Context: an optimization exercise on an open-source flow, tuned for small area, a short achievable clock period and few clock cycles per item. The choices shown serve that exercise and are no tape-out recipe.
Function was checked by simulation only, so behaviour that the tests miss may differ from the original.
Power is estimated from default activity; no workload was simulated.

[run.sh]
#!/bin/bash
# synth_recipe.tcl (not shown) runs the flow's synth.tcl, then flattens the netlist and writes it again
# the make line also repeats each setting of config.mk as NAME=value (left out here)
make -C /OpenROAD-flow-scripts/flow DESIGN_CONFIG=/design/flow/config.mk WORK_HOME=/design/flow/orfs CLKGATE_MAP_FILE= SYNTH_SCRIPT=/design/flow/synth_recipe.tcl finish
[constraint.sdc]
create_clock -name core_clock -period 10.0 [get_ports {clk}]
set_input_delay 2.0000 -clock core_clock [delete_from_list [all_inputs] [get_ports {clk}]]
set_output_delay 2.0000 -clock core_clock [all_outputs]
set_load 0.01 [all_outputs]
[config.mk]
export PLATFORM = sky130hd
export DESIGN_NAME = mips_arith
export DESIGN_NICKNAME = mips_arith
export VERILOG_FILES = /design/flow/design.v
export SDC_FILE = /design/flow/constraint.sdc
export NUM_CORES = 4
export LEC_CHECK = 0
export ABC_AREA = 1
export CAP_MARGIN = 20
export CORE_MARGIN = 2
export CORE_UTILIZATION = 50
export SETUP_SLACK_MARGIN = 5
export SLEW_MARGIN = 20
[design.v]
module int_mult (input  logic [15:0] a,
                 input  logic [15:0] b,
                 output logic [31:0] s,
                 output logic [31:0] c);
wire [16:0] ax = {a[15], a};
wire [16:0] a2 = {a, 1'b0};
wire [16:0] bx = {b, 1'b0};
wire neg0 = bx[2];
wire one0 = bx[1] ^ bx[0];
wire two0 = (bx[2] & ~bx[1] & ~bx[0]) | (~bx[2] & bx[1] & bx[0]);
wire [16:0] w0 = (({17{one0}} & ax) | ({17{two0}} & a2)) ^ {17{neg0}};
wire neg1 = bx[4];
wire one1 = bx[3] ^ bx[2];
wire two1 = (bx[4] & ~bx[3] & ~bx[2]) | (~bx[4] & bx[3] & bx[2]);
wire [16:0] w1 = (({17{one1}} & ax) | ({17{two1}} & a2)) ^ {17{neg1}};
wire neg2 = bx[6];
wire one2 = bx[5] ^ bx[4];
wire two2 = (bx[6] & ~bx[5] & ~bx[4]) | (~bx[6] & bx[5] & bx[4]);
wire [16:0] w2 = (({17{one2}} & ax) | ({17{two2}} & a2)) ^ {17{neg2}};
wire neg3 = bx[8];
wire one3 = bx[7] ^ bx[6];
wire two3 = (bx[8] & ~bx[7] & ~bx[6]) | (~bx[8] & bx[7] & bx[6]);
wire [16:0] w3 = (({17{one3}} & ax) | ({17{two3}} & a2)) ^ {17{neg3}};
wire neg4 = bx[10];
wire one4 = bx[9] ^ bx[8];
wire two4 = (bx[10] & ~bx[9] & ~bx[8]) | (~bx[10] & bx[9] & bx[8]);
wire [16:0] w4 = (({17{one4}} & ax) | ({17{two4}} & a2)) ^ {17{neg4}};
wire neg5 = bx[12];
wire one5 = bx[11] ^ bx[10];
wire two5 = (bx[12] & ~bx[11] & ~bx[10]) | (~bx[12] & bx[11] & bx[10]);
wire [16:0] w5 = (({17{one5}} & ax) | ({17{two5}} & a2)) ^ {17{neg5}};
wire neg6 = bx[14];
wire one6 = bx[13] ^ bx[12];
wire two6 = (bx[14] & ~bx[13] & ~bx[12]) | (~bx[14] & bx[13] & bx[12]);
wire [16:0] w6 = (({17{one6}} & ax) | ({17{two6}} & a2)) ^ {17{neg6}};
wire neg7 = bx[16];
wire one7 = bx[15] ^ bx[14];
wire two7 = (bx[16] & ~bx[15] & ~bx[14]) | (~bx[16] & bx[15] & bx[14]);
wire [16:0] w7 = (({17{one7}} & ax) | ({17{two7}} & a2)) ^ {17{neg7}};
wire s1 = w0[10] ^ w1[8];
wire k2 = w0[10] & w1[8];
wire s3 = w0[11] ^ w1[9];
wire k4 = w0[11] & w1[9];
wire s5 = w0[12] ^ w1[10] ^ w2[8];
wire k6 = (w0[12] & w1[10]) | (w0[12] & w2[8]) | (w1[10] & w2[8]);
wire s7 = w3[6] ^ w4[4];
wire k8 = w3[6] & w4[4];
wire s9 = w0[13] ^ w1[11] ^ w2[9];
wire k10 = (w0[13] & w1[11]) | (w0[13] & w2[9]) | (w1[11] & w2[9]);
wire s11 = w3[7] ^ w4[5];
wire k12 = w3[7] & w4[5];
wire s13 = w0[14] ^ w1[12] ^ w2[10];
wire k14 = (w0[14] & w1[12]) | (w0[14] & w2[10]) | (w1[12] & w2[10]);
wire s15 = w3[8] ^ w4[6] ^ w5[4];
wire k16 = (w3[8] & w4[6]) | (w3[8] & w5[4]) | (w4[6] & w5[4]);
wire s17 = w6[2] ^ w7[0];
wire k18 = w6[2] & w7[0];
wire s19 = w0[15] ^ w1[13] ^ w2[11];
wire k20 = (w0[15] & w1[13]) | (w0[15] & w2[11]) | (w1[13] & w2[11]);
wire s21 = w3[9] ^ w4[7] ^ w5[5];
wire k22 = (w3[9] & w4[7]) | (w3[9] & w5[5]) | (w4[7] & w5[5]);
wire s23 = w6[3] ^ w7[1];
wire k24 = w6[3] & w7[1];
wire s25 = ~w0[16] ^ w1[14] ^ w2[12];
wire k26 = (~w0[16] & w1[14]) | (~w0[16] & w2[12]) | (w1[14] & w2[12]);
wire s27 = w3[10] ^ w4[8] ^ w5[6];
wire k28 = (w3[10] & w4[8]) | (w3[10] & w5[6]) | (w4[8] & w5[6]);
wire s29 = w6[4] ^ w7[2] ^ 1'b1;
wire k30 = (w6[4] & w7[2]) | (w6[4] & 1'b1) | (w7[2] & 1'b1);
wire s31 = w1[15] ^ w2[13] ^ w3[11];
wire k32 = (w1[15] & w2[13]) | (w1[15] & w3[11]) | (w2[13] & w3[11]);
wire s33 = w4[9] ^ w5[7] ^ w6[5];
wire k34 = (w4[9] & w5[7]) | (w4[9] & w6[5]) | (w5[7] & w6[5]);
wire s35 = w7[3] ^ 1'b1;
wire k36 = w7[3] & 1'b1;
wire s37 = ~w1[16] ^ w2[14] ^ w3[12];
wire k38 = (~w1[16] & w2[14]) | (~w1[16] & w3[12]) | (w2[14] & w3[12]);
wire s39 = w4[10] ^ w5[8] ^ w6[6];
wire k40 = (w4[10] & w5[8]) | (w4[10] & w6[6]) | (w5[8] & w6[6]);
wire s41 = w2[15] ^ w3[13] ^ w4[11];
wire k42 = (w2[15] & w3[13]) | (w2[15] & w4[11]) | (w3[13] & w4[11]);
wire s43 = w5[9] ^ w6[7];
wire k44 = w5[9] & w6[7];
wire s45 = ~w2[16] ^ w3[14] ^ w4[12];
wire k46 = (~w2[16] & w3[14]) | (~w2[16] & w4[12]) | (w3[14] & w4[12]);
wire s47 = w3[15] ^ w4[13];
wire k48 = w3[15] & w4[13];
wire s49 = w0[6] ^ w1[4];
wire k50 = w0[6] & w1[4];
wire s51 = w0[7] ^ w1[5];
wire k52 = w0[7] & w1[5];
wire s53 = w0[8] ^ w1[6] ^ w2[4];
wire k54 = (w0[8] & w1[6]) | (w0[8] & w2[4]) | (w1[6] & w2[4]);
wire s55 = w3[2] ^ w4[0];
wire k56 = w3[2] & w4[0];
wire s57 = w0[9] ^ w1[7] ^ w2[5];
wire k58 = (w0[9] & w1[7]) | (w0[9] & w2[5]) | (w1[7] & w2[5]);
wire s59 = w3[3] ^ w4[1];
wire k60 = w3[3] & w4[1];
wire s61 = s1 ^ w2[6] ^ w3[4];
wire k62 = (s1 & w2[6]) | (s1 & w3[4]) | (w2[6] & w3[4]);
wire s63 = w4[2] ^ w5[0] ^ neg5;
wire k64 = (w4[2] & w5[0]) | (w4[2] & neg5) | (w5[0] & neg5);
wire s65 = k2 ^ s3 ^ w2[7];
wire k66 = (k2 & s3) | (k2 & w2[7]) | (s3 & w2[7]);
wire s67 = w3[5] ^ w4[3] ^ w5[1];
wire k68 = (w3[5] & w4[3]) | (w3[5] & w5[1]) | (w4[3] & w5[1]);
wire s69 = k4 ^ s5 ^ s7;
wire k70 = (k4 & s5) | (k4 & s7) | (s5 & s7);
wire s71 = w5[2] ^ w6[0] ^ neg6;
wire k72 = (w5[2] & w6[0]) | (w5[2] & neg6) | (w6[0] & neg6);
wire s73 = k6 ^ k8 ^ s9;
wire k74 = (k6 & k8) | (k6 & s9) | (k8 & s9);
wire s75 = s11 ^ w5[3] ^ w6[1];
wire k76 = (s11 & w5[3]) | (s11 & w6[1]) | (w5[3] & w6[1]);
wire s77 = k10 ^ k12 ^ s13;
wire k78 = (k10 & k12) | (k10 & s13) | (k12 & s13);
wire s79 = s15 ^ s17 ^ neg7;
wire k80 = (s15 & s17) | (s15 & neg7) | (s17 & neg7);
wire s81 = k14 ^ k16 ^ k18;
wire k82 = (k14 & k16) | (k14 & k18) | (k16 & k18);
wire s83 = s19 ^ s21 ^ s23;
wire k84 = (s19 & s21) | (s19 & s23) | (s21 & s23);
wire s85 = k20 ^ k22 ^ k24;
wire k86 = (k20 & k22) | (k20 & k24) | (k22 & k24);
wire s87 = s25 ^ s27 ^ s29;
wire k88 = (s25 & s27) | (s25 & s29) | (s27 & s29);
wire s89 = k26 ^ k28 ^ k30;
wire k90 = (k26 & k28) | (k26 & k30) | (k28 & k30);
wire s91 = s31 ^ s33 ^ s35;
wire k92 = (s31 & s33) | (s31 & s35) | (s33 & s35);
wire s93 = k32 ^ k34 ^ k36;
wire k94 = (k32 & k34) | (k32 & k36) | (k34 & k36);
wire s95 = s37 ^ s39 ^ w7[4];
wire k96 = (s37 & s39) | (s37 & w7[4]) | (s39 & w7[4]);
wire s97 = k38 ^ k40 ^ s41;
wire k98 = (k38 & k40) | (k38 & s41) | (k40 & s41);
wire s99 = s43 ^ w7[5] ^ 1'b1;
wire k100 = (s43 & w7[5]) | (s43 & 1'b1) | (w7[5] & 1'b1);
wire s101 = k42 ^ k44 ^ s45;
wire k102 = (k42 & k44) | (k42 & s45) | (k44 & s45);
wire s103 = w5[10] ^ w6[8] ^ w7[6];
wire k104 = (w5[10] & w6[8]) | (w5[10] & w7[6]) | (w6[8] & w7[6]);
wire s105 = k46 ^ s47 ^ w5[11];
wire k106 = (k46 & s47) | (k46 & w5[11]) | (s47 & w5[11]);
wire s107 = w6[9] ^ w7[7] ^ 1'b1;
wire k108 = (w6[9] & w7[7]) | (w6[9] & 1'b1) | (w7[7] & 1'b1);
wire s109 = k48 ^ ~w3[16] ^ w4[14];
wire k110 = (k48 & ~w3[16]) | (k48 & w4[14]) | (~w3[16] & w4[14]);
wire s111 = w5[12] ^ w6[10] ^ w7[8];
wire k112 = (w5[12] & w6[10]) | (w5[12] & w7[8]) | (w6[10] & w7[8]);
wire s113 = w4[15] ^ w5[13] ^ w6[11];
wire k114 = (w4[15] & w5[13]) | (w4[15] & w6[11]) | (w5[13] & w6[11]);
wire s115 = w7[9] ^ 1'b1;
wire k116 = w7[9] & 1'b1;
wire s117 = ~w4[16] ^ w5[14] ^ w6[12];
wire k118 = (~w4[16] & w5[14]) | (~w4[16] & w6[12]) | (w5[14] & w6[12]);
wire s119 = w5[15] ^ w6[13];
wire k120 = w5[15] & w6[13];
wire s121 = w0[4] ^ w1[2];
wire k122 = w0[4] & w1[2];
wire s123 = w0[5] ^ w1[3];
wire k124 = w0[5] & w1[3];
wire s125 = s49 ^ w2[2] ^ w3[0];
wire k126 = (s49 & w2[2]) | (s49 & w3[0]) | (w2[2] & w3[0]);
wire s127 = k50 ^ s51 ^ w2[3];
wire k128 = (k50 & s51) | (k50 & w2[3]) | (s51 & w2[3]);
wire s129 = k52 ^ s53 ^ s55;
wire k130 = (k52 & s53) | (k52 & s55) | (s53 & s55);
wire s131 = k54 ^ k56 ^ s57;
wire k132 = (k54 & k56) | (k54 & s57) | (k56 & s57);
wire s133 = k58 ^ k60 ^ s61;
wire k134 = (k58 & k60) | (k58 & s61) | (k60 & s61);
wire s135 = k62 ^ k64 ^ s65;
wire k136 = (k62 & k64) | (k62 & s65) | (k64 & s65);
wire s137 = k66 ^ k68 ^ s69;
wire k138 = (k66 & k68) | (k66 & s69) | (k68 & s69);
wire s139 = k70 ^ k72 ^ s73;
wire k140 = (k70 & k72) | (k70 & s73) | (k72 & s73);
wire s141 = k74 ^ k76 ^ s77;
wire k142 = (k74 & k76) | (k74 & s77) | (k76 & s77);
wire s143 = k78 ^ k80 ^ s81;
wire k144 = (k78 & k80) | (k78 & s81) | (k80 & s81);
wire s145 = k82 ^ k84 ^ s85;
wire k146 = (k82 & k84) | (k82 & s85) | (k84 & s85);
wire s147 = k86 ^ k88 ^ s89;
wire k148 = (k86 & k88) | (k86 & s89) | (k88 & s89);
wire s149 = k90 ^ k92 ^ s93;
wire k150 = (k90 & k92) | (k90 & s93) | (k92 & s93);
wire s151 = k94 ^ k96 ^ s97;
wire k152 = (k94 & k96) | (k94 & s97) | (k96 & s97);
wire s153 = k98 ^ k100 ^ s101;
wire k154 = (k98 & k100) | (k98 & s101) | (k100 & s101);
wire s155 = k102 ^ k104 ^ s105;
wire k156 = (k102 & k104) | (k102 & s105) | (k104 & s105);
wire s157 = k106 ^ k108 ^ s109;
wire k158 = (k106 & k108) | (k106 & s109) | (k108 & s109);
wire s159 = k110 ^ k112 ^ s113;
wire k160 = (k110 & k112) | (k110 & s113) | (k112 & s113);
wire s161 = k114 ^ k116 ^ s117;
wire k162 = (k114 & k116) | (k114 & s117) | (k116 & s117);
wire s163 = k118 ^ s119 ^ w7[11];
wire k164 = (k118 & s119) | (k118 & w7[11]) | (s119 & w7[11]);
wire s165 = k120 ^ ~w5[16] ^ w6[14];
wire k166 = (k120 & ~w5[16]) | (k120 & w6[14]) | (~w5[16] & w6[14]);
wire s167 = w6[15] ^ w7[13];
wire k168 = w6[15] & w7[13];
wire s169 = w0[2] ^ w1[0];
wire k170 = w0[2] & w1[0];
wire s171 = w0[3] ^ w1[1];
wire k172 = w0[3] & w1[1];
wire s173 = s121 ^ w2[0] ^ neg2;
wire k174 = (s121 & w2[0]) | (s121 & neg2) | (w2[0] & neg2);
wire s175 = k122 ^ s123 ^ w2[1];
wire k176 = (k122 & s123) | (k122 & w2[1]) | (s123 & w2[1]);
wire s177 = k124 ^ s125 ^ neg3;
wire k178 = (k124 & s125) | (k124 & neg3) | (s125 & neg3);
wire s179 = k126 ^ s127 ^ w3[1];
wire k180 = (k126 & s127) | (k126 & w3[1]) | (s127 & w3[1]);
wire s181 = k128 ^ s129 ^ neg4;
wire k182 = (k128 & s129) | (k128 & neg4) | (s129 & neg4);
wire s183 = k130 ^ s131 ^ s59;
wire k184 = (k130 & s131) | (k130 & s59) | (s131 & s59);
wire s185 = k132 ^ s133 ^ s63;
wire k186 = (k132 & s133) | (k132 & s63) | (s133 & s63);
wire s187 = k134 ^ s135 ^ s67;
wire k188 = (k134 & s135) | (k134 & s67) | (s135 & s67);
wire s189 = k136 ^ s137 ^ s71;
wire k190 = (k136 & s137) | (k136 & s71) | (s137 & s71);
wire s191 = k138 ^ s139 ^ s75;
wire k192 = (k138 & s139) | (k138 & s75) | (s139 & s75);
wire s193 = k140 ^ s141 ^ s79;
wire k194 = (k140 & s141) | (k140 & s79) | (s141 & s79);
wire s195 = k142 ^ s143 ^ s83;
wire k196 = (k142 & s143) | (k142 & s83) | (s143 & s83);
wire s197 = k144 ^ s145 ^ s87;
wire k198 = (k144 & s145) | (k144 & s87) | (s145 & s87);
wire s199 = k146 ^ s147 ^ s91;
wire k200 = (k146 & s147) | (k146 & s91) | (s147 & s91);
wire s201 = k148 ^ s149 ^ s95;
wire k202 = (k148 & s149) | (k148 & s95) | (s149 & s95);
wire s203 = k150 ^ s151 ^ s99;
wire k204 = (k150 & s151) | (k150 & s99) | (s151 & s99);
wire s205 = k152 ^ s153 ^ s103;
wire k206 = (k152 & s153) | (k152 & s103) | (s153 & s103);
wire s207 = k154 ^ s155 ^ s107;
wire k208 = (k154 & s155) | (k154 & s107) | (s155 & s107);
wire s209 = k156 ^ s157 ^ s111;
wire k210 = (k156 & s157) | (k156 & s111) | (s157 & s111);
wire s211 = k158 ^ s159 ^ s115;
wire k212 = (k158 & s159) | (k158 & s115) | (s159 & s115);
wire s213 = k160 ^ s161 ^ w7[10];
wire k214 = (k160 & s161) | (k160 & w7[10]) | (s161 & w7[10]);
wire s215 = k162 ^ s163 ^ 1'b1;
wire k216 = (k162 & s163) | (k162 & 1'b1) | (s163 & 1'b1);
wire s217 = k164 ^ s165 ^ w7[12];
wire k218 = (k164 & s165) | (k164 & w7[12]) | (s165 & w7[12]);
wire s219 = k166 ^ s167 ^ 1'b1;
wire k220 = (k166 & s167) | (k166 & 1'b1) | (s167 & 1'b1);
wire s221 = k168 ^ ~w6[16] ^ w7[14];
wire k222 = (k168 & ~w6[16]) | (k168 & w7[14]) | (~w6[16] & w7[14]);
wire s223 = w7[15] ^ 1'b1;
wire k224 = w7[15] & 1'b1;
assign s = {1'b1, k224, k222, k220, k218, k216, k214, k212, k210, k208, k206, k204, k202, k200, k198, k196, k194, k192, k190, k188, k186, k184, k182, k180, k178, k176, k174, k172, k170, s169, w0[1], w0[0]};
assign c = {1'b0, ~w7[16], s223, s221, s219, s217, s215, s213, s211, s209, s207, s205, s203, s201, s199, s197, s195, s193, s191, s189, s187, s185, s183, s181, s179, s177, s175, s173, s171, neg1, 1'b0, neg0};
endmodule
module mips_arith (input  logic        clk,
                   input  logic        reset,
                   input  logic        start,
                   input  logic [3:0]  op,
                   input  logic [31:0] a,
                   input  logic [31:0] b,
                   output logic        ready,
                   output logic        done,
                   output logic [31:0] result,
                   output logic [31:0] result2);
localparam logic [2:0] K_INC = 3'd0, K_MUL = 3'd1, K_FADD = 3'd2, K_FCMP = 3'd3, K_DIV = 3'd4;
localparam logic [1:0] D_NONE = 2'd0, D_LOAD = 2'd1, D_STEP = 2'd2, D_FIN = 2'd3;
logic        rdy, v1;
logic [3:0]  op1;
logic [31:0] a1, b1;
assign ready = rdy;
logic        v2;
logic [2:0]  k2;
logic [1:0]  dph;
logic [31:0] m_a, m_b;
logic [7:0]  m_c;
logic        f0, f1, f2, f3, m_ci;
logic [1:0]  d3h;
logic        is_div1;
logic [2:0]  k1;
assign is_div1 = (op1 == 4'd5);
always_comb begin
	case (op1)
		4'd4:       k1 = K_MUL;
		4'd5:       k1 = K_DIV;
		4'd6, 4'd7: k1 = K_FADD;
		4'd8:       k1 = K_FCMP;
		default:    k1 = K_INC;    
	endcase
end
logic [31:0] alu, alu_as;
assign alu_as = a1 + (b1 ^ {32{op1[1]}}) + {31'b0, op1[1]};
always_comb begin
	case (op1[1:0])
		2'b01:   alu = a1 & b1;
		2'b10:   alu = ~a1;
		default: alu = alu_as;
	endcase
end
logic [7:0]  re;
logic [54:0] rwide;
logic [31:0] rint, rj;
logic        rcin, r_norm, r_sat, r_m1;
assign re     = a1[30:23];
assign rwide  = {31'b0, 1'b1, a1[22:0]} << (re[4:0] + 5'd1);
assign rint   = rwide[54:23];
assign r_norm = (re >= 8'd127) && (re <= 8'd157);
assign r_sat  = (re >= 8'd158) && (re <= 8'd254);
assign r_m1   = (re == 8'd126);
always_comb begin
	if (r_norm)     rj = rint ^ {32{a1[31]}};
	else if (r_sat) rj = a1[31] ? 32'h80000000 : 32'h7fffffff;
	else if (r_m1)  rj = a1[31] ? 32'hffffffff : 32'h00000001;
	else            rj = 32'h0;
end
assign rcin = r_norm & (a1[22] ^ a1[31]);
logic [7:0]  ea, eb, dab, dba, ad;
logic        greater, isadd, sh_a;
logic [23:0] sh_in, sh_out, unsh, fx, fy;
assign ea      = a1[30:23];
assign eb      = b1[30:23];
assign dab     = ea - eb;
assign dba     = eb - ea;
assign greater = dab[7];
assign ad      = greater ? dba : dab;
assign isadd   = (op1[3:1] == 3'b011);
assign sh_a    = isadd ? greater : ~greater;
assign sh_in   = {isadd, sh_a ? a1[22:0] : b1[22:0]};
assign unsh    = {isadd, sh_a ? b1[22:0] : a1[22:0]};
assign sh_out  = sh_in >> ad;
assign fx      = sh_a ? sh_out : unsh;
assign fy      = sh_a ? unsh : sh_out;
logic fsub1;
assign fsub1   = ~isadd | (a1[31] ^ b1[31] ^ op1[0]);
logic [31:0] ms, mc;
int_mult multiply(.a(a1[15:0]), .b(b1[15:0]), .s(ms), .c(mc));
logic [31:0] dn, dd, dsmear;
logic [5:0]  lzn, lzd;
logic [6:0]  sdiff;
logic        dz, dsingle;
assign dn = a1[31] ? -a1 : a1;
assign dd = b1[31] ? -b1 : b1;
always_comb begin
	lzn = 6'd32;
	for (int i = 0; i < 32; i++) if (dn[i]) lzn = 6'(31 - i);
	lzd = 6'd32;
	for (int i = 0; i < 32; i++) if (dd[i]) lzd = 6'(31 - i);
end
assign dz      = (dd == 32'b0);
assign sdiff   = {1'b0, lzd} - {1'b0, lzn};
assign dsmear  = dd | (dd >> 1) | (dd >> 2) | (dd >> 3) | (dd >> 4) | (dd >> 5) |
                 (dd >> 6) | (dd >> 7) | (dd >> 8) | (dd >> 9) | (dd >> 10) | (dd >> 11) |
                 (dd >> 12) | (dd >> 13) | (dd >> 14) | (dd >> 15) | (dd >> 16) | (dd >> 17) |
                 (dd >> 18) | (dd >> 19) | (dd >> 20) | (dd >> 21) | (dd >> 22) | (dd >> 23) |
                 (dd >> 24) | (dd >> 25) | (dd >> 26) | (dd >> 27) | (dd >> 28) | (dd >> 29) |
                 (dd >> 30) | (dd >> 31);
assign dsingle = dz | ((dn & ~dsmear) == 32'b0);
logic [31:0] ssum;
assign ssum = m_a + m_b + {31'b0, m_ci};
logic        dsub, dq, dlast;
logic [31:0] dsum;
assign dsub = ~((dph == D_FIN) & ~f1);
assign {dq, dsum} = {1'b0, m_a} + {1'b0, m_b ^ {32{dsub}}} + {32'b0, dsub};
assign dlast = (m_c[4:0] == 5'd0);
logic [33:0] dtb, dtc, dl3_load;
logic [31:0] dl_load;
logic        dq1, dq0;
assign dtb      = {2'b0, m_a} - {1'b0, m_b, 1'b0};
assign dtc      = {2'b0, m_a} - {d3h, result2};
assign dq1      = ~dtb[33];
assign dq0      = dq1 ? ~dtc[33] : dq;
assign dl_load  = m_b << {m_c[4:1], 1'b0};
assign dl3_load = {2'b0, dl_load} + {1'b0, dl_load, 1'b0};
logic [31:0] qf, quo, ds, dsd, rem;
assign qf  = f2 ? {31'h7fffffff, ~m_a[31]} : result;
assign quo = f0 ? -qf : qf;
assign ds  = {m_a[30], m_a[30:0]};
assign dsd = {dsum[31] ^ m_a[31] ^ m_a[30], dsum[30:0]};
always_comb begin
	if (f1) rem = m_a[30] ? ds : ((m_a[30:0] == 31'b0) ? 32'b0 : dsd);
	else    rem = m_a[30] ? dsd : ds;
end
logic [24:0] fdyx, fres;
logic        fd22, feff, fsign, fzero, fxy_eq;
logic [31:0] fadd_out;
logic [1:0]  fcmp_out;
assign fdyx   = ~(m_a[24:0] + m_b[24:0]);
assign fd22   = ssum[22];
assign fxy_eq = &(m_a[23:0] ^ m_b[23:0]);
assign feff   = f0 ^ f1;
assign fres   = (feff & fd22) ? fdyx : ssum[24:0];
assign fsign  = feff ? (f0 ^ fd22) : f0;
assign fzero  = feff ? fxy_eq : ((m_a[23:0] == 24'b0) && (m_b[23:0] == 24'b0));
always_comb begin
	if (fzero && f2)  fadd_out = 32'b0;
	else if (fres[24]) fadd_out = {fsign, m_c + 8'd1, fres[23:1]};
	else               fadd_out = {fsign, m_c, fres[22:0]};
end
always_comb begin
	case ({f0, f1})
		2'b00:   fcmp_out = fxy_eq ? 2'b00 : (fd22 ? 2'b11 : 2'b01);
		2'b01:   fcmp_out = 2'b01;
		2'b10:   fcmp_out = 2'b11;
		default: fcmp_out = fxy_eq ? 2'b00 : (fd22 ? 2'b01 : 2'b11);
	endcase
end
logic [31:0] res_n;
always_comb begin
	case (k2)
		K_MUL:   res_n = ssum;
		K_FADD:  res_n = fadd_out;
		K_FCMP:  res_n = {30'b0, fcmp_out};
		K_DIV: begin
			case (dph)
				D_LOAD:  res_n = {31'b0, f3 & dq};
				D_STEP:  res_n = {result[29:0], dq1, dq0};
				default: res_n = quo;
			endcase
		end
		default: res_n = ssum;
	endcase
end
logic mid_free;
assign mid_free = (dph == D_NONE) || (dph == D_FIN);
always_ff @(posedge clk) begin
	op1 <= op;
	a1  <= a;
	b1  <= b;
	result  <= res_n;
	if ((k2 == K_DIV) & (dph == D_LOAD)) {d3h, result2} <= dl3_load;
	else if ((k2 == K_DIV) & (dph == D_STEP)) {d3h, result2} <= {2'b0, d3h, result2[31:2]};
	else result2 <= rem;
	if (reset) begin
		rdy  <= 1'b1;
		v1   <= 1'b0;
		v2   <= 1'b0;
		dph  <= D_NONE;
		done <= 1'b0;
	end
	else begin
		v1   <= start & rdy;
		done <= v2 & ((k2 != K_DIV) | (dph == D_FIN));
		rdy  <= ~(start & rdy & (op == 4'd5)) & ~(v1 & is_div1 & ~dsingle) &
		        ~((dph == D_LOAD) & ~f3 & (m_c[4:1] != 4'd0)) &
		        ~((dph == D_STEP) & (m_c[4:1] != 4'd0));
		if (mid_free) begin
			v2  <= v1;
			dph <= (v1 & is_div1) ? D_LOAD : D_NONE;
		end
		else if (dph == D_LOAD) dph <= f3 ? D_FIN : D_STEP;
		else if (dlast) dph <= D_FIN;
	end
	if (mid_free) begin
		k2 <= k1;
		case (k1)
			K_MUL: begin
				m_a <= ms;
				m_b <= mc;
				m_ci <= 1'b0;
			end
			K_FADD, K_FCMP: begin
				m_a <= {8'b0, fx};
				m_b <= {8'b0, fy} ^ {32{fsub1}};
				m_ci <= fsub1;
				m_c <= greater ? eb : ea;
				f0  <= a1[31];
				f1  <= b1[31] ^ (isadd & op1[0]);
				f2  <= (ea == eb);
			end
			K_DIV: begin
				m_a <= dn;
				m_b <= dd;
				m_c <= {3'b0, sdiff[4:0]};
				f0  <= a1[31] ^ b1[31];
				f1  <= a1[31];
				f2  <= dz;
				f3  <= dsingle;
			end
			default: begin
				m_a <= (op1 == 4'd9) ? rj : alu;
				m_b <= 32'b0;
				m_ci <= (op1 == 4'd9) & rcin;
			end
		endcase
	end
	else if (dph == D_LOAD) begin
		if (f3) m_a <= dsum;
		else begin
			m_b <= dl_load;
			m_c <= {4'b0, m_c[4:1]};
		end
	end
	else if (dlast) m_a <= dq1 ? dtc[31:0] : dsum;
	else begin
		if (dq1) m_a <= dq0 ? dtc[31:0] : dtb[31:0];
		else if (dq0) m_a <= dsum;
		m_b <= m_b >> 2;
		m_c <= m_c - 8'd1;
	end
end
endmodule
==> flow_metrics.tcl, run 1 <==
set metrics [dict create \
    drc_errors 0 \
    synth_ff_type "dfxtp_1" \
    tightestPinTransition_ps 1176 \
    synth_seq_cells 220 \
    clk_latency_ps 640 \
    syn_area_per_cell_um2 6.262 \
    io_pins 137 \
    fp.dieH_um 277.9 \
    rows 100 \
    critPathRequiredTime_ps 10350 \
    postSynth.asyncResetShare_pct 0 \
    postRouteAntennaNets 0 \
    crit_end "m_a[19]" \
    fin_ws_ps 4968 \
    core_um2 74320 \
    p_leak_nw 19.23 \
    slew_viol_final 0 \
    synth_enable_flop_cells 82 \
    fillers 7506 \
    gr-total-overflow 0 \
    placedCellCount 6888 \
    synth.distinct_cells 76 \
    start_util_pct 50.48 \
    nNetsFinal 6467 \
    finalHoldViolCount 0 \
    p_clk_share_pct 10.7 \
    area_delta_synth_final_pct 12.15 \
    r2r_slack_ps 4970 \
    syn_area_um2 37520 \
    startpoint "b1[6]" \
    timing.setup.tns_ps 0 \
    endpoint_kind "flip-flop" \
    final_cells 7030 \
    dr.first_iter.drc_count 6798 \
    ff2ff_path_depth 15 \
    timing.fmax_mhz 198.7 \
    vias 45670 \
    grt_max_degree 72 \
    clock-root-buffer "clkbuf_16" \
    powerDensity_nw_per_um2 259.4 \
    rr_startpoint "b1[6]" \
    avgViaCountPerCell 6.496 \
    clk_pin_slew_ps 70 \
    crit_fanout 7 \
    cts.sinks 220 \
    r2r_end "m_a[19]" \
    syn_inst 5991 \
    numCtsBuffers 29 \
    p_seq_share_pct 14.5 \
    grtUsageTotal_pct 47.53 \
    internal-power_mw 4.623 \
    arrival_ps 5380 \
    slew_headroom_pct 20.33 \
    cts.path.max_buffers 3 \
    place_congestion 1.138 \
    syn_nets 6423 \
    p_switching_mw 6.292 \
    dieArea_um2 77240 \
    hp-class "reg -> reg" \
    ys_seq_area_share_pct 13.93 \
    pre_cts_ws_ps 3824 \
    critPathLaunchType "flip-flop" \
    comb_power_share_pct 74.8 \
    fp.dieW_um 277.9 \
    drt_wl_total_um 192300 \
    drive_gt1_share_pct 7.347 \
    port_buffers 136 \
    grt_pass1_wl_um 274900 \
    worstSetupPathType "reg -> reg" \
    peakVddDrop_uv 190.5 \
    finalCritPeriodShare_pct 50.32 \
    final.min_clock_period_ps 5032 \
    rsz0062_at_grt "yes" \
    outcome "no timing/DRC/antenna violations" \
    dp_hpwl_um 147900 \
    swShare_pct 57.65 \
    final.setup_skew_ps 34.57 \
    drt-pass1-iter-count 10 \
    tritoncts "done" \
    cts-htree-levels 1 \
    synth_warnings 1 \
    drv_cap 0 \
    final-setup-viol-count 0 \
    grt_pass1_vias 41060 \
    antenna_found_initial 7 \
    wl_per_cell_um 27.35 \
]
## worst min-delay path by stage
| stage | start | to | slack (ps) | cells past startpoint |
|---|---|---|---|---|
| global route | v1 | v2 | 490 | 2 |
| finish | v1 | v2 | 480 | 2 |
| global placement | v1 | v2 | 450 | 2 |
| floorplan | v1 | v2 | 430 | 2 |
| CTS | v1 | v2 | 470 | 2 |
| detailed placement | v1 | v2 | 460 | 2 |
## critical path, stage by stage (launching register included)
cell and delay (ps):
dfxtp_2 560, inv_1 280, ha_2 450, clkinvlp_4 180
buf_4 210, o22ai_1 190, xor2_1 120, fa_1 480
fa_1 540, inv_1 50, fa_1 450, fa_1 450
nand2_1 180, nand3_1 190, nand2_1 280, o211ai_1 130
## synth_stat cells, types with 18 or more instances
cell      number  area (um2)
o221ai_1      52       455.4
clkbuf_1     217       814.5
o22ai_1      145       907.1
fa_1          94        1882
edfxtp_1      82        2462
o21ai_0      521        2608
ha_1         267        3341
nor2_1       405        1520
inv_2         18       67.56
a31oi_1       44       275.3
o21ai_1       61       305.3
a32o_1        18       180.2
o211ai_1      73       548.0
nand4_1       95       594.3
buf_2         38       190.2
nand2_1     1369        5139
nor3_1        57       285.3
nor4_1        25       156.4
mux2i_1       21       210.2
buf_1         44       165.2
nand3_1      336        1682
o31ai_1       21       157.7
a22oi_1       35       262.8
xor2_1       362        3171
inv_1        683        2564
xnor2_1       76       665.6
dfxtp_1      138        2763
a21oi_1      471        2357
## cells by family after synthesis
family / synth area share (%)
compound gates: 24.27
xor+xnor: 10.49
fa+ha+maj: 13.92
buf+inv: 10.60
flops: 13.93
mux: 0.5970
simple gates: 26.20
## routing by layer
metal	vias to the layer above	track usage (%)	routed length [um]
met5	-	0	38
li1	20380	-	-
met2	3471	70.18	78770
met4	8	34.53	17700
met3	816	11.84	24960
met1	21000	60.09	70820
## power groups by stage
stage               Clock (mW)  Sequential (mW)  Combinational, mW
finish                    1.17             1.59               8.16
global route              1.19             1.58               8.69
CTS                       1.16             1.56               7.67
detailed placement           0             1.58               7.58
global placement             0             1.58               7.55
floorplan                    0             1.46               4.92
## state kept, by name, indices dropped and copies added (netlist names), 2 cells and up
| name | cells |
|---|---|
| result | 32 |
| dph | 2 |
| k2 | 3 |
| m_a | 32 |
| result2 | 32 |
| d3h | 2 |
| m_b | 32 |
| op1 | 4 |
| b1 | 32 |
| a1 | 32 |
| m_c | 8 |
## layout make-up
type / count / area, um2 / area share (%)
multi-input cells: 4743 / 28860 / 68.60
flip-flops and latches: 220 / 5248 / 12.47
inverters: 718 / 2796 / 6.647
diodes: 4 / 10.01 / 0.02379
clock inverters: 16 / 201.4 / 0.4788
clock buffers: 37 / 804.5 / 1.912
repair buffers: 321 / 2925 / 6.953
well taps: 969 / 1212 / 2.882
repair inverters: 2 / 12.51 / 0.02974
## layout by cell type, fill, tap and decap left out, types with 16 or more instances in the layout
cell type and count:
a21o_1 16, a21oi_1 468, a22oi_1 34, a31oi_1 44, a32o_1 18, buf_4 165, clkbuf_16 30, clkdlybuf4s50_1 136
clkinvlp_4 19, dfxtp_1 124, edfxtp_1 82, fa_1 91, ha_1 256, inv_1 664, inv_2 17, mux2i_1 21
nand2_1 1350, nand2_2 25, nand3_1 332, nand4_1 95, nor2_1 392, nor2_2 16, nor3_1 55, nor4_1 24
o211ai_1 73, o21ai_0 509, o21ai_1 68, o221ai_1 51, o22ai_1 145, o31ai_1 19, xnor2_1 76, xor2_1 343
xor2_2 19
## through the flow
step	hold WS [ps]	utilization (%)	total power, mW	cell area [um2]
after floorplan	430.3	-	6.379	37520
after global placement	451.9	53.36	9.133	39660
after detailed placement	461.8	53.36	9.164	39660
after CTS	473.4	55.32	10.40	41110
after global routing	492.4	56.60	11.46	42060
final	480.3	56.61	10.92	42070
## repair_timing
item | CTS | global route
setup endpoints to repair | 135 | 104
pin swaps | 0 | 23
resized for setup | 65 | 131
setup buffers | 24 | 56
gates cloned | 0 | 4
hold buffers | 0 | 0
Testbench counts, summed over its fixed seeds: cycles 11,227, ops 8,000.
==> run 2, diff against run 1 <==
==> flow/run.sh (new file) <==
#!/bin/bash
set -euo pipefail
bash standard.sh SETUP_SLACK_MARGIN=6 finish > standard.log 2>&1
==> standard.sh (new file) <==
#!/bin/bash
# synth_recipe.tcl (not shown) runs the flow's synth.tcl, then flattens the netlist and writes it again
# the make line also repeats each setting of config.mk as NAME=value (left out here)
make -C /OpenROAD-flow-scripts/flow DESIGN_CONFIG=/design/flow/config.mk WORK_HOME=/design/flow/orfs CLKGATE_MAP_FILE= SYNTH_SCRIPT=/design/flow/synth_recipe.tcl "${@:-finish}"
--- a/config.mk
+++ b/config.mk
@@ -9,5 +9,4 @@
 export CAP_MARGIN = 20
 export CORE_MARGIN = 2
 export CORE_UTILIZATION = 50
-export SETUP_SLACK_MARGIN = 5
 export SLEW_MARGIN = 20
removed: run.sh
==> run 2 against run 1 <==
Compared with the run above:
- register-to-register slack improved by 410 ps
- final area increased by 16%
- critical endpoint is now m_b[14]
- cell count increased by 5.2%
- worst hold slack about the same
- total power increased by 14%
- combinational power increased by 19%
- global-route usage increased by 3.7 points
==> flow_metrics.tcl, run 2 <==
set metrics [dict create \
    dr.first_iter.drc_count 8091 \
    dp_hpwl_um 149600 \
    area_delta_synth_final_pct 29.65 \
    core_um2 74320 \
    place_congestion 1.134 \
    fin_ws_ps 5378 \
    drt-pass1-iter-count 11 \
    ys_seq_area_share_pct 13.93 \
    worstSetupPathType "reg -> reg" \
    synth_top_cell_by_area "nand2_1" \
    grt_max_degree 66 \
    drt_wl_total_um 213900 \
    finalHoldViolCount 0 \
    powerDensity_nw_per_um2 255.9 \
    yosysMostFrequentCell "nand2_1" \
    dieArea_um2 77240 \
    syn_area_per_cell_um2 6.262 \
    rows 100 \
    start_util_pct 50.48 \
    synth_seq_cells 220 \
    critPathRequiredTime_ps 10360 \
    nNetsFinal 6826 \
    drv_cap 0 \
    syn_area_um2 37520 \
    timing.fmax_mhz 216.4 \
    drc_errors 0 \
    io_pins 137 \
    gr-total-overflow 0 \
    peakVddDrop_uv 170.0 \
    final.setup_skew_ps 21.34 \
    r2r_end "m_b[14]" \
    fp.dieH_um 277.9 \
    outcome "no timing/DRC/antenna violations" \
    wl_per_cell_um 28.92 \
    postSynth.asyncResetShare_pct 0 \
    numCtsBuffers 30 \
    mostFrequentLayoutCells "nand2_1, inv_1, o21ai_0, a21oi_1, buf_4" \
    vias 49140 \
    r2r_slack_ps 5380 \
    synth_enable_flop_cells 82 \
    netlist_top_cells_area "nand2_1, ha_1, xor2_1" \
    arrival_ps 4990 \
    syn_nets 6423 \
    clk_latency_ps 640 \
    hold_depth 2 \
    fillers 6555 \
    drive_gt1_share_pct 19.82 \
    cts.sinks 220 \
    antenna_found_initial 12 \
    synth_top_area_share_pct 13.70 \
    synth_ff_type "dfxtp_1" \
    hp-class "reg -> reg" \
    final-setup-viol-count 0 \
    worstHoldStart "v1" \
    avgViaCountPerCell 6.644 \
    port_buffers 136 \
    grt_pass1_vias 43480 \
    ff2ff_path_depth 18 \
    rr_startpoint "b1[2]" \
    tritoncts "done" \
    cts_hold_buf 0 \
    grtUsageTotal_pct 51.27 \
    yosys-top-cells-count "nand2_1, inv_1, o21ai_0" \
    endpoint_kind "flip-flop" \
    slew_viol_final 0 \
    timing.setup.tns_ps 0 \
    critPathLaunchType "flip-flop" \
    cts-htree-levels 1 \
    grt_pass1_wl_um 293600 \
    cts.path.max_buffers 3 \
    synth.distinct_cells 76 \
    p_leak_nw 21.77 \
    crit_fanout 5 \
    pre_cts_ws_ps 3804 \
    rsz0062_at_grt "yes" \
    tightestPinTransition_ps 1063 \
    slew_headroom_pct 27.31 \
    finalCritPeriodShare_pct 46.22 \
    final.min_clock_period_ps 4622 \
    fp.dieW_um 277.9 \
    clk_pin_slew_ps 70 \
    syn_inst 5991 \
    final_common_cell "nand2_1" \
    synth_warnings 1 \
    clock-root-buffer "clkbuf_16" \
    min_to "v2" \
    postRouteAntennaNets 0 \
]
==> run 2: cell types whose count changed in the layout (fill, tap and decap cells not counted), moves of 47 or more <==
cell | previous run | this run
nand2_1 | 1350 | 1272
a21oi_1 | 468 | 421
o21ai_2 | 10 | 64
nand2_2 | 25 | 89
buf_4 | 165 | 406
o21ai_0 | 509 | 447
inv_1 | 664 | 614
==> run 2: cells by family after synthesis <==
group,Yosys count,synth area share [%]
flops,220,13.93
mux,22,0.5970
simple gates,2347,26.20
buf+inv,1030,10.60
compound gates,1567,24.27
fa+ha+maj,361,13.92
xor+xnor,444,10.49
==> run 2: final cells by class <==
cell class                      instances  area (um2)  share of cell area, %
Clock inverter                         19       201.4                 0.4142
Timing Repair inverter                 10       86.33                 0.1775
Timing Repair Buffer                  659        6452                  13.27
Inverter                              718        3054                  6.279
Sequential cell                       220        5331                  10.96
Tap cell                              969        1212                  2.493
Multi-Input combinational cell       4755       31430                  64.61
Clock buffer                           37       850.8                  1.749
Antenna cell                            9       22.52                0.04630
==> run 2: metal layers <==
metal | up-vias | global-route usage (%) | wire (um)
li1 | 21150 | - | -
met1 | 22340 | 61.91 | 73520
met2 | 4306 | 74.96 | 84890
met3 | 1337 | 15.87 | 31030
met4 | 8 | 41.44 | 24410
met5 | - | 0.5629 | 54
==> run 2: worst max path at each step <==
stage / start / end / slack, ps / cells past startpoint
final: b1[2] / m_b[14] / 5380 / 18
after global routing: a1[0] / m_c[4] / 5160 / 44
after CTS: a1[0] / m_c[4] / 5610 / 42
after detailed placement: op1[1] / m_a[1] / 3800 / 16
after global placement: op1[1] / m_a[1] / 4070 / 16
after floorplan: m_c[1] / d3h[1] / 6000 / 28
==> run 2: timing repair <==
item	CTS	global route
pin swaps	100	175
endpoints found under the setup margin	173	143
setup buffers	234	172
resized for setup	592	382
cloned	31	13
==> run 2: through the flow <==
step	utilization (%)	total power [mW]	instance area [um2]	std cells	hold slack, ps
6_report	65.44	12.45	48640	7396	480.5
5_1_grt	65.41	12.88	48620	7387	509.1
4_1_cts	61.31	11.14	45570	7201	466.0
3_5_place_dp	53.51	9.117	39770	6880	463.2
3_3_place_gp	53.51	9.065	39770	6880	450.8
2_1_floorplan	-	6.398	37880	5991	430.3
==> run 2: critical path: stages, from the launching register on <==
cell        delay, ps
dfxtp_2           330
buf_8             140
clkinvlp_4        130
buf_4             150
buf_4             130
o21ai_1           140
nand2_2           160
buf_4             180
o22ai_2           130
xor2_2            230
fa_2              500
fa_1              510
inv_1              60
fa_2              550
fa_2              470
a22oi_1           220
o21ai_2           130
nand2_1            90
o211ai_1          100
==> run 2: power by group <==
group,internal (mW),switching (mW),total (mW)
clock network,0.684,0.505,1.19
registers,1.19,0.360,1.55
logic,3.54,6.17,9.71
==> run 3, diff against run 2 <==
--- a/design.v
+++ b/design.v
@@ -308,13 +308,32 @@
 		default: alu = alu_as;
 	endcase
 end
+logic [7:0]  ea, eb, dab, dba, ad, sh_amt;
+logic        greater, isadd, isround, sh_a;
+logic [30:0] sh_in, sh_out;
+logic [23:0] unsh, fx, fy;
+assign ea      = a1[30:23];
+assign eb      = b1[30:23];
+assign dab     = ea - eb;
+assign dba     = eb - ea;
+assign greater = dab[7];
+assign ad      = greater ? dba : dab;
+assign isadd   = (op1[3:1] == 3'b011);
+assign isround = (op1 == 4'd9);
+assign sh_a    = isadd ? greater : ~greater;
+assign sh_in   = {isadd | isround, (sh_a | isround) ? a1[22:0] : b1[22:0], 7'b0};
+assign sh_amt  = isround ? {3'b0, 5'd29 - a1[27:23]} : ad;
+assign sh_out  = sh_in >> sh_amt;
+assign unsh    = {isadd, sh_a ? b1[22:0] : a1[22:0]};
+assign fx      = sh_a ? sh_out[30:7] : unsh;
+assign fy      = sh_a ? unsh : sh_out[30:7];
+logic fsub1;
+assign fsub1   = ~isadd | (a1[31] ^ b1[31] ^ op1[0]);
 logic [7:0]  re;
-logic [54:0] rwide;
 logic [31:0] rint, rj;
 logic        rcin, r_norm, r_sat, r_m1;
 assign re     = a1[30:23];
-assign rwide  = {31'b0, 1'b1, a1[22:0]} << (re[4:0] + 5'd1);
-assign rint   = rwide[54:23];
+assign rint   = {1'b0, sh_out};
 assign r_norm = (re >= 8'd127) && (re <= 8'd157);
 assign r_sat  = (re >= 8'd158) && (re <= 8'd254);
 assign r_m1   = (re == 8'd126);
@@ -325,24 +344,6 @@
 	else            rj = 32'h0;
 end
 assign rcin = r_norm & (a1[22] ^ a1[31]);
-logic [7:0]  ea, eb, dab, dba, ad;
-logic        greater, isadd, sh_a;
-logic [23:0] sh_in, sh_out, unsh, fx, fy;
-assign ea      = a1[30:23];
-assign eb      = b1[30:23];
-assign dab     = ea - eb;
-assign dba     = eb - ea;
-assign greater = dab[7];
-assign ad      = greater ? dba : dab;
-assign isadd   = (op1[3:1] == 3'b011);
-assign sh_a    = isadd ? greater : ~greater;
-assign sh_in   = {isadd, sh_a ? a1[22:0] : b1[22:0]};
-assign unsh    = {isadd, sh_a ? b1[22:0] : a1[22:0]};
-assign sh_out  = sh_in >> ad;
-assign fx      = sh_a ? sh_out : unsh;
-assign fy      = sh_a ? unsh : sh_out;
-logic fsub1;
-assign fsub1   = ~isadd | (a1[31] ^ b1[31] ^ op1[0]);
 logic [31:0] ms, mc;
 int_mult multiply(.a(a1[15:0]), .b(b1[15:0]), .s(ms), .c(mc));
 logic [31:0] dn, dd, dsmear;
==> run.sh (new file) <==
#!/bin/bash
# synth_recipe.tcl (not shown) runs the flow's synth.tcl, then flattens the netlist and writes it again
# the make line also repeats each setting of config.mk as NAME=value (left out here)
make -C /OpenROAD-flow-scripts/flow DESIGN_CONFIG=/design/flow/config.mk WORK_HOME=/design/flow/orfs CLKGATE_MAP_FILE= SYNTH_SCRIPT=/design/flow/synth_recipe.tcl finish
--- a/config.mk
+++ b/config.mk
@@ -8,5 +8,6 @@
 export ABC_AREA = 1
 export CAP_MARGIN = 20
 export CORE_MARGIN = 2
-export CORE_UTILIZATION = 50
+export CORE_UTILIZATION = 40
+export SETUP_SLACK_MARGIN = 5
 export SLEW_MARGIN = 20
removed: flow/run.sh
removed: standard.sh
==> run 3 against run 2 <==
Compared with the run above:
- fmax is 6.9% lower
- highest routed layer unchanged
- clock power is 3% lower
- largest power group unchanged
- wire length decreased by 10%
- die area grew 22%
- cell count decreased by 4.0%
==> flow_metrics.tcl, run 3 <==
set metrics [dict create \
    outcome "no timing/DRC/antenna violations" \
    synth.distinct_cells 71 \
    drc_errors 0 \
    timing.fmax_mhz 201.5 \
    synth_seq_cells 220 \
    gr-total-overflow 0 \
    fillers 9688 \
    cts.sinks 220 \
    grt_pass1_wl_um 273100 \
    final_common_cell "nand2_1" \
    area_delta_synth_final_pct 13.73 \
    mostFrequentLayoutCells "nand2_1, inv_1, a21oi_1, nand3_1, o21ai_0" \
    wl_per_cell_um 27.02 \
    finalCritPeriodShare_pct 49.62 \
    io_pins 137 \
    finalHoldViolCount 0 \
    cts_hold_buf 0 \
    p_leak_nw 18.87 \
    synth_ff_type "dfxtp_1" \
    yosys-top-cells-count "nand2_1, inv_1, a21oi_1" \
    avgViaCountPerCell 6.117 \
    powerDensity_nw_per_um2 248.0 \
    dp_hpwl_um 148000 \
    nNetsFinal 6330 \
    postRouteAntennaNets 0 \
    rows 110 \
    endpoint_kind "flip-flop" \
    netlist_top_cells_area "nand2_1, ha_1, xor2_1" \
    worstSetupPathType "reg -> reg" \
    synth_top_cell_by_area "nand2_1" \
    fp.dieH_um 306.4 \
    critPathLaunchType "flip-flop" \
    final.setup_skew_ps 25.84 \
    cts.path.max_buffers 3 \
    core_um2 90290 \
    peakVddDrop_uv 184.3 \
    slew_headroom_pct 26.84 \
    synth_top_area_share_pct 13.72 \
    syn_area_per_cell_um2 6.277 \
    drv_cap 0 \
    numCtsBuffers 31 \
    drt_wl_total_um 191900 \
    drt-pass1-iter-count 8 \
    critPathRequiredTime_ps 10390 \
    ys_seq_area_share_pct 14.29 \
    final-setup-viol-count 0 \
    dr.first_iter.drc_count 6173 \
    cts-htree-levels 1 \
    arrival_ps 5350 \
    clk_pin_slew_ps 70 \
    syn_area_um2 36570 \
    rsz0062_at_grt "yes" \
    tightestPinTransition_ps 1080 \
    place_congestion 1.085 \
    tritoncts "done" \
    synth_warnings 1 \
    timing.setup.tns_ps 0 \
    hp-class "reg -> reg" \
    syn_inst 5826 \
    drive_gt1_share_pct 8.509 \
    vias 43430 \
    postSynth.asyncResetShare_pct 0 \
    syn_nets 6257 \
    final.min_clock_period_ps 4962 \
    slew_viol_final 0 \
    grt_pass1_vias 40190 \
    synth_enable_flop_cells 82 \
    grtUsageTotal_pct 39.11 \
    port_buffers 136 \
    clock-root-buffer "clkbuf_16" \
    dieArea_um2 93860 \
    hold-worst-slack_ps 479.0 \
    clk_latency_ps 660 \
    start_util_pct 40.51 \
    crit_fanout 16 \
    yosysMostFrequentCell "nand2_1" \
    fp.dieW_um 306.4 \
    antenna_found_initial 3 \
    grt_max_degree 65 \
]
## run 3: cell count changes in the layout (fill, tap and decap cells not counted), moves of 38 or more
cell	previous run	this run
buf_4	406	160
nand3_1	301	445
nand2_2	89	26
a21oi_1	421	482
o21ai_2	64	14
buf_6	49	7
nand2_1	1272	1313
nand4_1	95	57
## run 3: power by group
group          internal [mW]  switching, mW  leakage, nW
Clock                  0.642          0.503        0.501
Combinational           2.55           5.01         16.3
Sequential              1.17          0.440         2.09
## run 3: critical path: stages, from the launching register on
cell,delay [ps]
dfxtp_1,330
buf_12,140
buf_4,190
buf_4,190
o21ai_0,220
nand2_2,280
o22ai_1,240
xor2_1,220
fa_1,470
fa_1,510
inv_1,50
fa_1,470
fa_1,470
nand2_1,120
o21ai_0,370
o21ai_1,340
nand2_1,70
## run 3: final timing paths
| path | endpoint | slack [ps] | cells past startpoint | from |
|---|---|---|---|---|
| worst max-delay path | m_b[12] | 5040 | 16 | b1[3] |
| worst min-delay path | v2 | 480 | 2 | v1 |
| worst max register to register | m_b[12] | 5040 | 16 | b1[3] |
| worst min register to register | v2 | 480 | 2 | v1 |
## run 3: per-stage QoR
step / power [mW] / std cells / worst slack, ps / utilization, % / area, um2
floorplan: 5.853 / 5826 / 5214 / - / 36570
global placement: 8.653 / 6920 / 4203 / 42.99 / 38810
detailed placement: 8.627 / 6920 / 4150 / 42.99 / 38810
CTS: 9.896 / 7011 / 5004 / 44.71 / 40370
global route: 10.89 / 7099 / 4910 / 46.06 / 41590
finish: 10.32 / 7101 / 5038 / 46.07 / 41590
## run 3: per-layer routing
layer / vias up / GRT usage [%] / wire length, um
li1: 19890 / - / -
met1: 20410 / 50.90 / 75470
met2: 2598 / 60.60 / 82040
met3: 535 / 6.539 / 19720
met4: 6 / 23.56 / 14600
met5: - / 0 / 51
## run 3: what timing repair did
item | CTS | global route
setup buffers | 27 | 80
setup endpoints to repair | 121 | 126
pin swaps | 4 | 23
gates cloned | 7 | 8
gates resized for setup | 87 | 160
## run 3: final cells by class
type	instances	area (um2)	share of cell area [%]
clock buffers	36	825.8	1.985
repair inverters	9	56.30	0.1354
inverters	681	2694	6.477
multi-input cells	4634	28070	67.49
well taps	1176	1471	3.538
diodes	2	5.005	0.01203
repair buffers	322	3009	7.235
clock inverters	21	182.7	0.4392
flip-flops and latches	220	5276	12.69
## run 3: kinds of logic after synthesis
group	share of synthesized area (%)
XOR/XNOR	10.08
adder cells (fa/ha/maj)	14.25
flip-flops	14.29
AND/OR/NAND/NOR	27.12
AO/OA/AOI/OAI	23.83
buffers and inverters	10.36
multiplexers	0.08211
Testbench counts of run 3, summed over its fixed seeds: cycles 11,227, ops 8,000.
==> run 4, diff against run 3 <==
--- a/design.v
+++ b/design.v
@@ -1,41 +1,54 @@
+module booth_enc (input  logic [15:0] b,
+                  output logic [7:0]  neg,
+                  output logic [7:0]  one,
+                  output logic [7:0]  two);
+wire [16:0] bx = {b, 1'b0};
+genvar j;
+for (j = 0; j < 8; j++) begin : g
+	assign neg[j] = bx[2*j+2];
+	assign one[j] = bx[2*j+1] ^ bx[2*j];
+	assign two[j] = (bx[2*j+2] & ~bx[2*j+1] & ~bx[2*j]) | (~bx[2*j+2] & bx[2*j+1] & bx[2*j]);
+end
+endmodule
 module int_mult (input  logic [15:0] a,
-                 input  logic [15:0] b,
+                 input  logic [7:0]  neg,
+                 input  logic [7:0]  one,
+                 input  logic [7:0]  two,
                  output logic [31:0] s,
                  output logic [31:0] c);
 wire [16:0] ax = {a[15], a};
 wire [16:0] a2 = {a, 1'b0};
-wire [16:0] bx = {b, 1'b0};
-wire neg0 = bx[2];
-wire one0 = bx[1] ^ bx[0];
-wire two0 = (bx[2] & ~bx[1] & ~bx[0]) | (~bx[2] & bx[1] & bx[0]);
+wire neg0 = neg[0];
+wire one0 = one[0];
+wire two0 = two[0];
 wire [16:0] w0 = (({17{one0}} & ax) | ({17{two0}} & a2)) ^ {17{neg0}};
-wire neg1 = bx[4];
-wire one1 = bx[3] ^ bx[2];
-wire two1 = (bx[4] & ~bx[3] & ~bx[2]) | (~bx[4] & bx[3] & bx[2]);
+wire neg1 = neg[1];
+wire one1 = one[1];
+wire two1 = two[1];
 wire [16:0] w1 = (({17{one1}} & ax) | ({17{two1}} & a2)) ^ {17{neg1}};
-wire neg2 = bx[6];
-wire one2 = bx[5] ^ bx[4];
-wire two2 = (bx[6] & ~bx[5] & ~bx[4]) | (~bx[6] & bx[5] & bx[4]);
+wire neg2 = neg[2];
+wire one2 = one[2];
+wire two2 = two[2];
 wire [16:0] w2 = (({17{one2}} & ax) | ({17{two2}} & a2)) ^ {17{neg2}};
-wire neg3 = bx[8];
-wire one3 = bx[7] ^ bx[6];
-wire two3 = (bx[8] & ~bx[7] & ~bx[6]) | (~bx[8] & bx[7] & bx[6]);
+wire neg3 = neg[3];
+wire one3 = one[3];
+wire two3 = two[3];
 wire [16:0] w3 = (({17{one3}} & ax) | ({17{two3}} & a2)) ^ {17{neg3}};
-wire neg4 = bx[10];
-wire one4 = bx[9] ^ bx[8];
-wire two4 = (bx[10] & ~bx[9] & ~bx[8]) | (~bx[10] & bx[9] & bx[8]);
+wire neg4 = neg[4];
+wire one4 = one[4];
+wire two4 = two[4];
 wire [16:0] w4 = (({17{one4}} & ax) | ({17{two4}} & a2)) ^ {17{neg4}};
-wire neg5 = bx[12];
-wire one5 = bx[11] ^ bx[10];
-wire two5 = (bx[12] & ~bx[11] & ~bx[10]) | (~bx[12] & bx[11] & bx[10]);
+wire neg5 = neg[5];
+wire one5 = one[5];
+wire two5 = two[5];
 wire [16:0] w5 = (({17{one5}} & ax) | ({17{two5}} & a2)) ^ {17{neg5}};
-wire neg6 = bx[14];
-wire one6 = bx[13] ^ bx[12];
-wire two6 = (bx[14] & ~bx[13] & ~bx[12]) | (~bx[14] & bx[13] & bx[12]);
+wire neg6 = neg[6];
+wire one6 = one[6];
+wire two6 = two[6];
 wire [16:0] w6 = (({17{one6}} & ax) | ({17{two6}} & a2)) ^ {17{neg6}};
-wire neg7 = bx[16];
-wire one7 = bx[15] ^ bx[14];
-wire two7 = (bx[16] & ~bx[15] & ~bx[14]) | (~bx[16] & bx[15] & bx[14]);
+wire neg7 = neg[7];
+wire one7 = one[7];
+wire two7 = two[7];
 wire [16:0] w7 = (({17{one7}} & ax) | ({17{two7}} & a2)) ^ {17{neg7}};
 wire s1 = w0[10] ^ w1[8];
 wire k2 = w0[10] & w1[8];
@@ -280,6 +293,29 @@
 logic [3:0]  op1;
 logic [31:0] a1, b1;
 assign ready = rdy;
+logic [7:0]  bone_n, btwo_n, bone1, btwo1;
+booth_enc benc(.b(b[15:0]), .neg(), .one(bone_n), .two(btwo_n));
+logic [7:0]  dab_n, dba_n, ad_n, ad1;
+logic        gt_n, gt1, eq1;
+assign dab_n = a[30:23] - b[30:23];
+assign dba_n = b[30:23] - a[30:23];
+assign gt_n  = dab_n[7];
+assign ad_n  = gt_n ? dba_n : dab_n;
+logic [31:0] na, nb;
+logic [5:0]  lza, lzb;
+logic [5:0]  lza1, lzb1;
+logic        pa, pb, pa1, pb1, dz_n, dz1;
+assign na = a ^ {32{a[31]}};
+assign nb = b ^ {32{b[31]}};
+always_comb begin
+	lza = 6'd32;
+	for (int i = 0; i < 32; i++) if (na[i]) lza = 6'(31 - i);
+	lzb = 6'd32;
+	for (int i = 0; i < 32; i++) if (nb[i]) lzb = 6'(31 - i);
+end
+assign pa        = a[31] & ((na[31:1] & ~na[30:0]) == 31'b0);
+assign pb        = b[31] & ((nb[31:1] & ~nb[30:0]) == 31'b0);
+assign dz_n      = (b == 32'b0);
 logic        v2;
 logic [2:0]  k2;
 logic [1:0]  dph;
@@ -308,16 +344,14 @@
 		default: alu = alu_as;
 	endcase
 end
-logic [7:0]  ea, eb, dab, dba, ad, sh_amt;
+logic [7:0]  ea, eb, ad, sh_amt;
 logic        greater, isadd, isround, sh_a;
 logic [30:0] sh_in, sh_out;
 logic [23:0] unsh, fx, fy;
 assign ea      = a1[30:23];
 assign eb      = b1[30:23];
-assign dab     = ea - eb;
-assign dba     = eb - ea;
-assign greater = dab[7];
-assign ad      = greater ? dba : dab;
+assign greater = gt1;
+assign ad      = ad1;
 assign isadd   = (op1[3:1] == 3'b011);
 assign isround = (op1 == 4'd9);
 assign sh_a    = isadd ? greater : ~greater;
@@ -345,28 +379,15 @@
 end
 assign rcin = r_norm & (a1[22] ^ a1[31]);
 logic [31:0] ms, mc;
-int_mult multiply(.a(a1[15:0]), .b(b1[15:0]), .s(ms), .c(mc));
-logic [31:0] dn, dd, dsmear;
-logic [5:0]  lzn, lzd;
+int_mult multiply(.a(a1[15:0]), .neg({b1[15], b1[13], b1[11], b1[9], b1[7], b1[5], b1[3], b1[1]}),
+                  .one(bone1), .two(btwo1), .s(ms), .c(mc));
+logic [31:0] dn, dd;
 logic [6:0]  sdiff;
-logic        dz, dsingle;
+logic        dsingle;
 assign dn = a1[31] ? -a1 : a1;
 assign dd = b1[31] ? -b1 : b1;
-always_comb begin
-	lzn = 6'd32;
-	for (int i = 0; i < 32; i++) if (dn[i]) lzn = 6'(31 - i);
-	lzd = 6'd32;
-	for (int i = 0; i < 32; i++) if (dd[i]) lzd = 6'(31 - i);
-end
-assign dz      = (dd == 32'b0);
-assign sdiff   = {1'b0, lzd} - {1'b0, lzn};
-assign dsmear  = dd | (dd >> 1) | (dd >> 2) | (dd >> 3) | (dd >> 4) | (dd >> 5) |
-                 (dd >> 6) | (dd >> 7) | (dd >> 8) | (dd >> 9) | (dd >> 10) | (dd >> 11) |
-                 (dd >> 12) | (dd >> 13) | (dd >> 14) | (dd >> 15) | (dd >> 16) | (dd >> 17) |
-                 (dd >> 18) | (dd >> 19) | (dd >> 20) | (dd >> 21) | (dd >> 22) | (dd >> 23) |
-                 (dd >> 24) | (dd >> 25) | (dd >> 26) | (dd >> 27) | (dd >> 28) | (dd >> 29) |
-                 (dd >> 30) | (dd >> 31);
-assign dsingle = dz | ((dn & ~dsmear) == 32'b0);
+assign sdiff   = {1'b0, lzb1} - {6'b0, pb1} - {1'b0, lza1} + {6'b0, pa1};
+assign dsingle = dz1 | sdiff[6] | (sdiff == 7'd0);
 logic [31:0] ssum;
 assign ssum = m_a + m_b + {31'b0, m_ci};
 logic        dsub, dq, dlast;
@@ -438,6 +459,16 @@
 	op1 <= op;
 	a1  <= a;
 	b1  <= b;
+	bone1    <= bone_n;
+	btwo1    <= btwo_n;
+	ad1      <= ad_n;
+	gt1      <= gt_n;
+	eq1      <= (dab_n == 8'd0);
+	lza1     <= lza;
+	lzb1     <= lzb;
+	pa1      <= pa;
+	pb1      <= pb;
+	dz1      <= dz_n;
 	result  <= res_n;
 	if ((k2 == K_DIV) & (dph == D_LOAD)) {d3h, result2} <= dl3_load;
 	else if ((k2 == K_DIV) & (dph == D_STEP)) {d3h, result2} <= {2'b0, d3h, result2[31:2]};
@@ -477,7 +508,7 @@
 				m_c <= greater ? eb : ea;
 				f0  <= a1[31];
 				f1  <= b1[31] ^ (isadd & op1[0]);
-				f2  <= (ea == eb);
+				f2  <= eq1;
 			end
 			K_DIV: begin
 				m_a <= dn;
@@ -485,7 +516,7 @@
 				m_c <= {3'b0, sdiff[4:0]};
 				f0  <= a1[31] ^ b1[31];
 				f1  <= a1[31];
-				f2  <= dz;
+				f2  <= dz1;
 				f3  <= dsingle;
 			end
 			default: begin
==> run 4 against run 3 <==
Compared with the run above:
- synthesized area grew 4.5%
- total power grew 4.7%
- sequential share of layout area grew 1.6 points
- worst setup slack gained 3.3 ps
- clock power grew 16%
- core utilization shrank 1.7 points
- flip-flop and latch count grew 40
- critical path type unchanged
- largest cell class unchanged
==> flow_metrics.tcl, run 4 <==
set metrics [dict create \
    crit_fanout 11 \
    mostFrequentLayoutCells "nand2_1, inv_1, o21ai_0, a21oi_1, nor2_1" \
    arrival_ps 5310 \
    ff2ff_path_depth 12 \
    yosys-top-cells-count "nand2_1, inv_1, o21ai_0" \
    hold_depth 2 \
    dr.first_iter.drc_count 4777 \
    rows 113 \
    drt_wl_total_um 195200 \
    dieArea_um2 97980 \
    synth_warnings 1 \
    ys_seq_area_share_pct 15.77 \
    wl_per_cell_um 26.93 \
    final_common_cell "nand2_1" \
    cpMostUsedCell "fa_1" \
    port_buffers 136 \
    multi_input_area_um2 28640 \
    timing.fmax_mhz 201.7 \
    final.setup_skew_ps 36.29 \
    postRouteAntennaNets 0 \
    cts_hold_buf 0 \
    syn_nets 6420 \
    final.min_clock_period_ps 4959 \
    start_util_pct 40.26 \
    vias 43590 \
    yosysMostFrequentCell "nand2_1" \
    critPathSlowestCell "dfxtp_1" \
    rr_startpoint "a1[9]" \
    finalHoldViolCount 0 \
    slew_headroom_pct 20.91 \
    drive_gt1_share_pct 5.200 \
    peakVddDrop_uv 124.2 \
    finalCritPeriodShare_pct 49.59 \
    path_cells "clkinvlp_4 -> o22ai_1 -> xor2_1 -> fa_1 -> fa_1 -> inv_1 -> fa_1 -> fa_1 -> a2111oi_2 -> nor2_1 -> nand2_1 -> o21ai_1" \
    cts.sinks 260 \
    syn_area_per_cell_um2 6.373 \
    worstHoldStart "v1" \
    avgViaCountPerCell 6.015 \
    seqCellArea_um2 6028 \
    powerDensity_nw_per_um2 256.7 \
    tightestPinTransition_ps 1186 \
    slew_viol_final 0 \
    clk_pin_slew_ps 60 \
    grt_pass1_vias 40820 \
    clk_latency_ps 620 \
    gr-total-overflow 0 \
    r2r_slack_ps 5040 \
    numCtsBuffers 36 \
    fp.dieW_um 313.0 \
    hold-worst-slack_ps 503.4 \
    postSynth.asyncResetShare_pct 0 \
    cts.path.max_buffers 3 \
    antenna_found_initial 6 \
    r2r_end "m_a[19]" \
    synth_top_cell_by_area "nand2_1" \
    drc_errors 0 \
    area_delta_synth_final_pct 10.13 \
    grt_max_degree 68 \
    timing.setup.tns_ps 0 \
    fillers 10280 \
    synth.distinct_cells 80 \
    worstSetupPathType "reg -> reg" \
    tritoncts "done" \
    place_congestion 1.074 \
    grt_pass1_wl_um 279300 \
    synth_seq_cells 260 \
    endpoint_kind "flip-flop" \
    cts-htree-levels 2 \
    clock-root-buffer "clkbuf_16" \
    synth_top_area_share_pct 12.92 \
    min_to "v2" \
    slowest_delay_ps 720 \
    fp.dieH_um 313.0 \
    synth_ff_type "dfxtp_1" \
    syn_area_um2 38200 \
    netlist_top_cells_area "nand2_1, dfxtp_1, ha_1" \
    synth_enable_flop_cells 82 \
    p_leak_nw 18.69 \
    rsz0062_at_grt "no" \
    final-setup-viol-count 0 \
    drv_cap 0 \
    critPathRequiredTime_ps 10350 \
    total_power_mw 10.80 \
    grtUsageTotal_pct 38.50 \
    drt-pass1-iter-count 6 \
    hp-class "reg -> reg" \
    dp_hpwl_um 153300 \
    nNetsFinal 6382 \
    syn_inst 5994 \
    core_um2 94870 \
    critPathLaunchType "flip-flop" \
    io_pins 137 \
    outcome "no timing/DRC/antenna violations" \
]
[run 4: changes by cell type in the layout (fill, tap and decap cells not counted), sizes merged, moves of 16 or more]
cell and change:
nand3 -146, nor3 +44, o221ai -16, inv +26, a22oi -26, xor2 -27, xnor2 +53, nor2 +89
buf -96, clkinvlp -28, nand2 -24, o21ai +80, dfxtp +40, o211ai +55
[run 4: area by class of cell]
type	instances	area share [%]
Timing Repair inverter	2	0.02974
Multi-Input combinational cell	4745	68.09
Clock buffer	53	2.492
Inverter	691	6.294
Clock inverter	10	0.2290
Timing Repair Buffer	220	4.771
Antenna cell	1	0.005948
Sequential cell	260	14.33
Tap cell	1265	3.762
[run 4: worst max path at each step]
stage	end	start	cells past startpoint
after detailed placement	m_a[21]	op1[1]	17
final	m_a[19]	a1[9]	12
after global placement	m_a[21]	op1[1]	17
after CTS	m_a[25]	op1[1]	19
after global routing	d3h[1]	m_c[1]	26
after floorplan	m_a[10]	dph[0]	17
[run 4: timing repair]
action	4_1_cts	5_1_grt
gates cloned	2	2
pin swaps	1	5
endpoints found under the setup margin	91	88
setup buffers	2	12
gates resized for setup	32	52
[run 4: report_power, final]
group	switching [mW]	leakage (nW)	internal, mW
Sequential	0.495	2.40	1.36
Clock	0.572	0.558	0.756
Combinational	5.10	15.7	2.51
Total	6.17	18.7	4.63
[run 4: kinds of logic after synthesis]
group	Yosys count	share of synthesized area (%)
multiplexers	12	0.3243
buffers and inverters	991	10.05
flip-flops	260	15.77
adder cells (fa/ha/maj)	355	13.51
AO/OA/AOI/OAI	1620	24.65
XOR/XNOR	445	10.22
AND/OR/NAND/NOR	2311	25.46
[run 4: critical path, delay by kind of cell (launching register included)]
kind | cells | cell delay, ps
and+or+nand+nor | 2 | 360
AOI/OAI and AO/OA | 3 | 890
adders and majority gates | 4 | 2030
DFF | 1 | 720
buffers and inverters | 2 | 560
xor gates and xnor gates | 1 | 130
[run 4: through the flow]
step           area, um2  utilization, %  worst slack [ps]  cells
4_1_cts            41780           44.04              5009   7232
2_1_floorplan      38200               -              5183   5994
3_5_place_dp       40520           42.71              3372   7165
3_3_place_gp       40520           42.71              3481   7165
5_1_grt            42070           44.34              4969   7247
6_report           42070           44.34              5041   7247
[run 4: layer usage]
metal / share of wire, % / GRT usage [%]
met5: 0.029 / 0
met4: 8.2 / 26.97
met3: 8.5 / 7.265
met2: 45 / 61.80
met1: 38 / 46.49
Testbench counts of run 4, summed over its fixed seeds: cycles 11,227, ops 8,000.

Re-timed with assumed drivers on the ports (clkbuf_16 on the clock, buf_2 on other inputs), run 4 has 5.041 ns of setup slack against 5.041 ns with ideal ports, and 5.041 ns once port delays also move by the mid clock arrival of 0.680 ns.
